From an optimization exercise on the open Yosys and OpenROAD flow, aimed at a short achievable clock period; shortcuts taken in it are not production practice.
The RTL was checked by simulation tests, not by an equivalence proof against the original design.
The flow treats the clock pin as an ideal source. Dropping or thinning the clock tree relies on that and would not hold on a real chip.
Power is estimated from default activity; no workload was simulated.

== job 101 ==
==> flow/design.v (excerpt) <==
module alu(OPA, OPB, CIN, INP_VALID, CLK, RST, CMD, CE, MODE, COUT, OFLOW, RES, G, E, L, ERR);
Size: roughly 180 flip-flops, ~49 I/O pins, about 0.012 mm2 of cells after synthesis.
export LEC_CHECK = 0
export CAP_MARGIN = 20
export CORE_MARGIN = 2
export CORE_UTILIZATION = 40
export SLEW_MARGIN = 20
create_clock -name core_clock -period 8.0 [get_ports {CLK}]
standard.sh (not shown) runs the stock make flow with config.mk's settings and CLKGATE_MAP_FILE= SYNTH_SCRIPT=/design/flow/synth_recipe.tcl, a recipe that flattens the netlist after the stock synthesis.
==> flow/flow/run.sh <==
#!/bin/bash
# Standard ORFS flow (the standard.sh) with:
#  - the standard flow's synthesis script wrapped so that ABC uses flow/abc_speed.script, and no
#    full-adder cell extraction;
#  - input port buffers resized and a hand-built two-level clock tree
#    (flow/pre_cts.tcl, flow/manual_cts.tcl) in place of TritonCTS;
#  - repair_timing aiming well below the 8 ns constraint.
W=$(pwd)
export MY_FLOW_DIR=$W/flow
export MY_ABC_SCRIPT=$W/flow/abc_speed.script
export FLOW_SYNTH_TCL=$W/synth_recipe.tcl
export MCTS_NROOT=4
export MCTS_NLEAF=2
bash standard.sh SYNTH_SCRIPT=$W/flow/my_synth.tcl ADDER_MAP_FILE= ABC_CLOCK_PERIOD_IN_PS=1000 \
  PRE_CTS_TCL=$W/flow/pre_cts.tcl POST_CTS_TCL=$W/flow/post_cts.tcl SETUP_SLACK_MARGIN=5.65 finish > flow_make.log 2>&1
Other scripts of this flow, unchanged in this note and not shown: flow/flow/abc_speed.script, flow/flow/manual_cts.tcl, flow/flow/my_synth.tcl, flow/flow/post_cts.tcl, flow/flow/pre_cts.tcl
Input-level comparison between job 102 and job 101:
-- flow/flow/run.sh --
<<< job 101, line 15
  PRE_CTS_TCL=$W/flow/pre_cts.tcl POST_CTS_TCL=$W/flow/post_cts.tcl SETUP_SLACK_MARGIN=5.65 finish > flow_make.log 2>&1
>>> job 102, line 15
  PRE_CTS_TCL=$W/flow/pre_cts.tcl POST_CTS_TCL=$W/flow/post_cts.tcl SETUP_SLACK_MARGIN=5.7 finish > flow_make.log 2>&1
## What came out
- On clock group total power, job 102 does worse than job 101.
- Count of cells along the worst register-to-register path: job 102 < job 101
- Job 102: number of antenna violations at the first check in global routing 4 below job 101
- Job 101 -> job 102: via-per-instance ratio decreased slightly
- The total non-filler cell area in the finished layout of job 102 exceeds that of job 101 by about 6%.
- Job 102 went all the way through the flow, and no timing, DRC or antenna check failed.
- Job 102 vs job 101, cell with the largest stage delay on the worst path: sky130_fd_sc_hd__dfxtp_4 vs sky130_fd_sc_hd__dfrtp_1
- From job 101 to job 102 the numbers moved as follows: maximum cell stage delay along the critical path went up 0.02 ns; wire length went up; total routing usage reported by global routing up 0.73 points; data required time of the worst path rose by 1.81 ns.
In every run of this note, the design's own scripts or RTL, not TritonCTS, make the clock network.

* * *

Another version of the RTL of alu (not shown whole).
Size: ~180 flip-flops, ~49 I/O pins.
Settings: LEC_CHECK=0, CAP_MARGIN=20, CORE_MARGIN=2, CORE_UTILIZATION=40, SLEW_MARGIN=20; clock period 8.0 ns.
==> flow/flow/run.sh <==
#!/bin/bash
# Standard ORFS flow (the standard.sh) with:
#  - the standard flow's synthesis script wrapped so that ABC uses flow/abc_speed.script, and no
#    full-adder cell extraction;
#  - input port buffers resized and a hand-built clock tree of buf_16/buf_12 buffers
#    (flow/pre_cts.tcl, flow/manual_cts.tcl) in place of TritonCTS;
#  - after CTS, drive-0 and low-power cells sized up and one more timing repair
#    (flow/post_cts.tcl);
#  - repair_timing aiming well below the 8 ns constraint.
W=$(pwd)
export MY_FLOW_DIR=$W/flow
export MY_ABC_SCRIPT=$W/flow/abc_speed.script
export FLOW_SYNTH_TCL=$W/synth_recipe.tcl
export MCTS_NROOT=4
export MCTS_NLEAF=2
export MCTS_ROOT_CELL=sky130_fd_sc_hd__buf_16
export MCTS_LEAF_CELL=sky130_fd_sc_hd__buf_12
bash standard.sh SYNTH_SCRIPT=$W/flow/my_synth.tcl ADDER_MAP_FILE= ABC_CLOCK_PERIOD_IN_PS=1000 \
  PRE_CTS_TCL=$W/flow/pre_cts.tcl POST_CTS_TCL=$W/flow/post_cts.tcl SETUP_SLACK_MARGIN=5.65 CORE_UTILIZATION=45 finish > flow_make.log 2>&1
==> flow/flow/manual_cts.tcl <==
proc mcts_split {items key} {
  set s [lsort -real -index $key $items]
  set h [expr {[llength $s] / 2}]
  return [list [lrange $s 0 [expr {$h - 1}]] [lrange $s $h end]]
}
proc mcts_groups {items n} {
  set groups [list $items]
  set key 1
  while {[llength $groups] < $n} {
    set ng {}
    foreach g $groups { lappend ng {*}[mcts_split $g $key] }
    set groups $ng
    set key [expr {$key == 1 ? 2 : 1}]
  }
  return $groups
}
proc mcts_center {g} {
  set sx 0; set sy 0
  foreach e $g { set sx [expr {$sx + [lindex $e 1]}]; set sy [expr {$sy + [lindex $e 2]}] }
  return [list [expr {int($sx / [llength $g])}] [expr {int($sy / [llength $g])}]]
}
proc mcts_buffer {block master name innet g} {
  lassign [mcts_center $g] cx cy
  set inst [odb::dbInst_create $block $master $name]
  set net [odb::dbNet_create $block "${name}_net"]
  $net setSigType CLOCK
  [$inst findITerm A] connect $innet
  [$inst findITerm X] connect $net
  foreach e $g { set it [lindex $e 0]; $it disconnect; $it connect $net }
  $inst setLocation $cx $cy
  $inst setPlacementStatus PLACED
  return [list [$inst findITerm A] $cx $cy]
}
proc manual_cts {args} {
  set nroot [expr {[info exists ::env(MCTS_NROOT)] ? $::env(MCTS_NROOT) : 4}]
  set nleaf [expr {[info exists ::env(MCTS_NLEAF)] ? $::env(MCTS_NLEAF) : 1}]
  set block [ord::get_db_block]
  set rcell [expr {[info exists ::env(MCTS_ROOT_CELL)] ? $::env(MCTS_ROOT_CELL) : "sky130_fd_sc_hd__clkbuf_16"}]
  set lcell [expr {[info exists ::env(MCTS_LEAF_CELL)] ? $::env(MCTS_LEAF_CELL) : "sky130_fd_sc_hd__clkbuf_16"}]
  set master [[ord::get_db] findMaster $rcell]
  set lmaster [[ord::get_db] findMaster $lcell]
  set clknet [[$block findBTerm CLK] getNet]
  set items {}
  foreach it [$clknet getITerms] {
    set b [[$it getInst] getBBox]
    lappend items [list $it [expr {([$b xMin] + [$b xMax]) / 2}] [expr {([$b yMin] + [$b yMax]) / 2}]]
  }
  puts "manual_cts: [llength $items] sinks, $nroot root buffers, $nleaf leaf buffers each"
  set r 0
  foreach g [mcts_groups $items $nroot] {
    if {$nleaf > 1} {
      # leaf buffers first, on the clock port's net; then the root buffer takes them over
      set leaves {}
      set l 0
      foreach lg [mcts_groups $g $nleaf] {
        lappend leaves [mcts_buffer $block $lmaster "clkbuf_m_${r}_$l" $clknet $lg]
        puts "manual_cts: leaf $r.$l drives [llength $lg] sinks"
        incr l
      }
      mcts_buffer $block $master "clkbuf_m_$r" $clknet $leaves
    } else {
      mcts_buffer $block $master "clkbuf_m_$r" $clknet $g
      puts "manual_cts: root $r drives [llength $g] sinks"
    }
    incr r
  }
}
Other scripts of this flow, unchanged in this note and not shown: flow/flow/abc_speed.script, flow/flow/my_synth.tcl, flow/flow/post_cts.tcl, flow/flow/pre_cts.tcl
Then changed:
--- a/flow/flow/run.sh
+++ b/flow/flow/run.sh
@@ -17,3 +17,3 @@
 export MCTS_LEAF_CELL=sky130_fd_sc_hd__buf_12
 bash standard.sh SYNTH_SCRIPT=$W/flow/my_synth.tcl ADDER_MAP_FILE= ABC_CLOCK_PERIOD_IN_PS=1000 \
-  PRE_CTS_TCL=$W/flow/pre_cts.tcl POST_CTS_TCL=$W/flow/post_cts.tcl SETUP_SLACK_MARGIN=5.65 CORE_UTILIZATION=45 finish > flow_make.log 2>&1
+  PRE_CTS_TCL=$W/flow/pre_cts.tcl POST_CTS_TCL=$W/flow/post_cts.tcl SETUP_SLACK_MARGIN=5.65 CORE_UTILIZATION=35 finish > flow_make.log 2>&1
The new run completed without violations.
Setup slack improved by 0.0070 ns.
Sequential share of layout area barely changes.
Worst hold slack got worse by 0.026 ns.
Fmax stays flat.
Then changed:
==> flow/flow/run.sh (replaced) <==
#!/bin/bash
# Standard ORFS flow (the standard.sh) with:
#  - the standard flow's synthesis script wrapped so that ABC uses flow/abc_speed.script, and no
#    full-adder cell extraction;
#  - input port buffers resized and a hand-built two-level clock tree
#    (flow/pre_cts.tcl, flow/manual_cts.tcl) in place of TritonCTS;
#  - after CTS, drive-0 and low-power cells sized up and one more timing repair
#    (flow/post_cts.tcl);
#  - repair_timing aiming well below the 8 ns constraint.
W=$(pwd)
export MY_FLOW_DIR=$W/flow
export MY_ABC_SCRIPT=$W/flow/abc_speed.script
export FLOW_SYNTH_TCL=$W/synth_recipe.tcl
export MCTS_NROOT=4
export MCTS_NLEAF=2
bash standard.sh SYNTH_SCRIPT=$W/flow/my_synth.tcl ADDER_MAP_FILE= ABC_CLOCK_PERIOD_IN_PS=1000 \
  PRE_CTS_TCL=$W/flow/pre_cts.tcl POST_CTS_TCL=$W/flow/post_cts.tcl SETUP_SLACK_MARGIN=5.65 finish > flow_make.log 2>&1
--- a/flow/flow/manual_cts.tcl
+++ b/flow/flow/manual_cts.tcl
@@ -36,8 +36,5 @@
   set nleaf [expr {[info exists ::env(MCTS_NLEAF)] ? $::env(MCTS_NLEAF) : 1}]
   set block [ord::get_db_block]
-  set rcell [expr {[info exists ::env(MCTS_ROOT_CELL)] ? $::env(MCTS_ROOT_CELL) : "sky130_fd_sc_hd__clkbuf_16"}]
-  set lcell [expr {[info exists ::env(MCTS_LEAF_CELL)] ? $::env(MCTS_LEAF_CELL) : "sky130_fd_sc_hd__clkbuf_16"}]
-  set master [[ord::get_db] findMaster $rcell]
-  set lmaster [[ord::get_db] findMaster $lcell]
+  set master [[ord::get_db] findMaster sky130_fd_sc_hd__clkbuf_16]
   set clknet [[$block findBTerm CLK] getNet]
   set items {}
@@ -54,5 +51,5 @@
       set l 0
       foreach lg [mcts_groups $g $nleaf] {
-        lappend leaves [mcts_buffer $block $lmaster "clkbuf_m_${r}_$l" $clknet $lg]
+        lappend leaves [mcts_buffer $block $master "clkbuf_m_${r}_$l" $clknet $lg]
         puts "manual_cts: leaf $r.$l drives [llength $lg] sinks"
         incr l
The new run went through all stages and came out clean.
Die area went down by roughly a tenth.
Global-route usage went up by 3.1 points.
Utilization increases by 6.6 points.
Routed wire length decreases slightly.
Cell count went down slightly.
Sequential share of layout area went up by 0.25 points.
Then changed:
==> flow/flow/run.sh (replaced) <==
#!/bin/bash
# Standard ORFS flow (the standard.sh) with:
#  - the standard flow's synthesis script wrapped so that ABC uses flow/abc_speed.script, and no
#    full-adder cell extraction;
#  - input port buffers resized and a hand-built clock tree of buf_16/buf_12 buffers
#    (flow/pre_cts.tcl, flow/manual_cts.tcl) in place of TritonCTS;
#  - after CTS, drive-0 and low-power cells sized up and one more timing repair
#    (flow/post_cts.tcl);
#  - repair_timing aiming well below the 8 ns constraint.
W=$(pwd)
export MY_FLOW_DIR=$W/flow
export MY_ABC_SCRIPT=$W/flow/abc_speed.script
export FLOW_SYNTH_TCL=$W/synth_recipe.tcl
export MCTS_NROOT=4
export MCTS_NLEAF=2
export MCTS_ROOT_CELL=sky130_fd_sc_hd__buf_16
export MCTS_LEAF_CELL=sky130_fd_sc_hd__buf_12
bash standard.sh SYNTH_SCRIPT=$W/flow/my_synth.tcl ADDER_MAP_FILE= ABC_CLOCK_PERIOD_IN_PS=1000 \
  PRE_CTS_TCL=$W/flow/pre_cts.tcl POST_CTS_TCL=$W/flow/post_cts.tcl SETUP_SLACK_MARGIN=5.6 finish > flow_make.log 2>&1
--- a/flow/flow/manual_cts.tcl
+++ b/flow/flow/manual_cts.tcl
@@ -36,5 +36,8 @@
   set nleaf [expr {[info exists ::env(MCTS_NLEAF)] ? $::env(MCTS_NLEAF) : 1}]
   set block [ord::get_db_block]
-  set master [[ord::get_db] findMaster sky130_fd_sc_hd__clkbuf_16]
+  set rcell [expr {[info exists ::env(MCTS_ROOT_CELL)] ? $::env(MCTS_ROOT_CELL) : "sky130_fd_sc_hd__clkbuf_16"}]
+  set lcell [expr {[info exists ::env(MCTS_LEAF_CELL)] ? $::env(MCTS_LEAF_CELL) : "sky130_fd_sc_hd__clkbuf_16"}]
+  set master [[ord::get_db] findMaster $rcell]
+  set lmaster [[ord::get_db] findMaster $lcell]
   set clknet [[$block findBTerm CLK] getNet]
   set items {}
@@ -51,5 +54,5 @@
       set l 0
       foreach lg [mcts_groups $g $nleaf] {
-        lappend leaves [mcts_buffer $block $master "clkbuf_m_${r}_$l" $clknet $lg]
+        lappend leaves [mcts_buffer $block $lmaster "clkbuf_m_${r}_$l" $clknet $lg]
         puts "manual_cts: leaf $r.$l drives [llength $lg] sinks"
         incr l
Utilization shrinks by 0.24 points.
Cell count is about the same.
First-iteration DRC count came out higher by about 6.6%.
Worst setup slack improved by 0.016 ns.
Then changed:
--- a/flow/flow/run.sh
+++ b/flow/flow/run.sh
@@ -17,3 +17,3 @@
 export MCTS_LEAF_CELL=sky130_fd_sc_hd__buf_12
 bash standard.sh SYNTH_SCRIPT=$W/flow/my_synth.tcl ADDER_MAP_FILE= ABC_CLOCK_PERIOD_IN_PS=1000 \
-  PRE_CTS_TCL=$W/flow/pre_cts.tcl POST_CTS_TCL=$W/flow/post_cts.tcl SETUP_SLACK_MARGIN=5.6 finish > flow_make.log 2>&1
+  PRE_CTS_TCL=$W/flow/pre_cts.tcl POST_CTS_TCL=$W/flow/post_cts.tcl SETUP_SLACK_MARGIN=5.65 finish > flow_make.log 2>&1
Result:
- The new run finished clean
- clock skew hardly moves
- global-route usage came out higher by 0.22 points
- final cell count came out lower slightly
- wire length came out lower slightly
- core utilization came out lower by 0.25 points
- die area is unchanged
- maximum frequency came out higher slightly
- final area came out lower slightly
- setup slack gets better by 0.016 ns
No run of this note takes its clock network from TritonCTS; it comes from the design's own scripts or RTL.

[port drivers added, routing unchanged]
How much do the figures lean on ideal ports? The routed layouts below were timed once more, with nothing changed but the port constraints. Step 1: set_driving_cell puts a clkbuf_16 on CLK and a buf_2 on each other input, an assumption about the parent block. Step 2 also shifts input and output timing later by t, the mid clock arrival at the registers, as if the neighbouring blocks saw the same clock. a / b / c = ideal ports / drivers / drivers and shift; a / b = the first two.
run | t, ns | slack for setup (ns) | worst data-port slew with drivers (ns) | cell pins on the clock port's net
job 101 | 0.392 | 5.593 / 5.490 / 5.386 | 0.12 | 4
job 102 | 0.390 | 5.512 / 5.480 / 5.364 | 0.07 | 4
the first run of note 2 | 0.365 | 5.605 / 5.497 / 5.387 | 0.25 | 4
the second run of note 2 | 0.363 | 5.612 / 5.497 / 5.360 | 0.11 | 4
the third run of note 2 | 0.391 | 5.575 / 5.470 / 5.339 | 0.23 | 4
the fourth run of note 2 | 0.367 | 5.591 / 5.516 / 5.348 | 0.19 | 4
the fifth run of note 2 | 0.361 | 5.606 / 5.487 / 5.410 | 0.16 | 4
After both steps setup and hold are still met in every run listed. The setup slack of the second run of note 2, which loses most, moves by -0.115 ns with the drivers and by -0.252 ns with both steps.
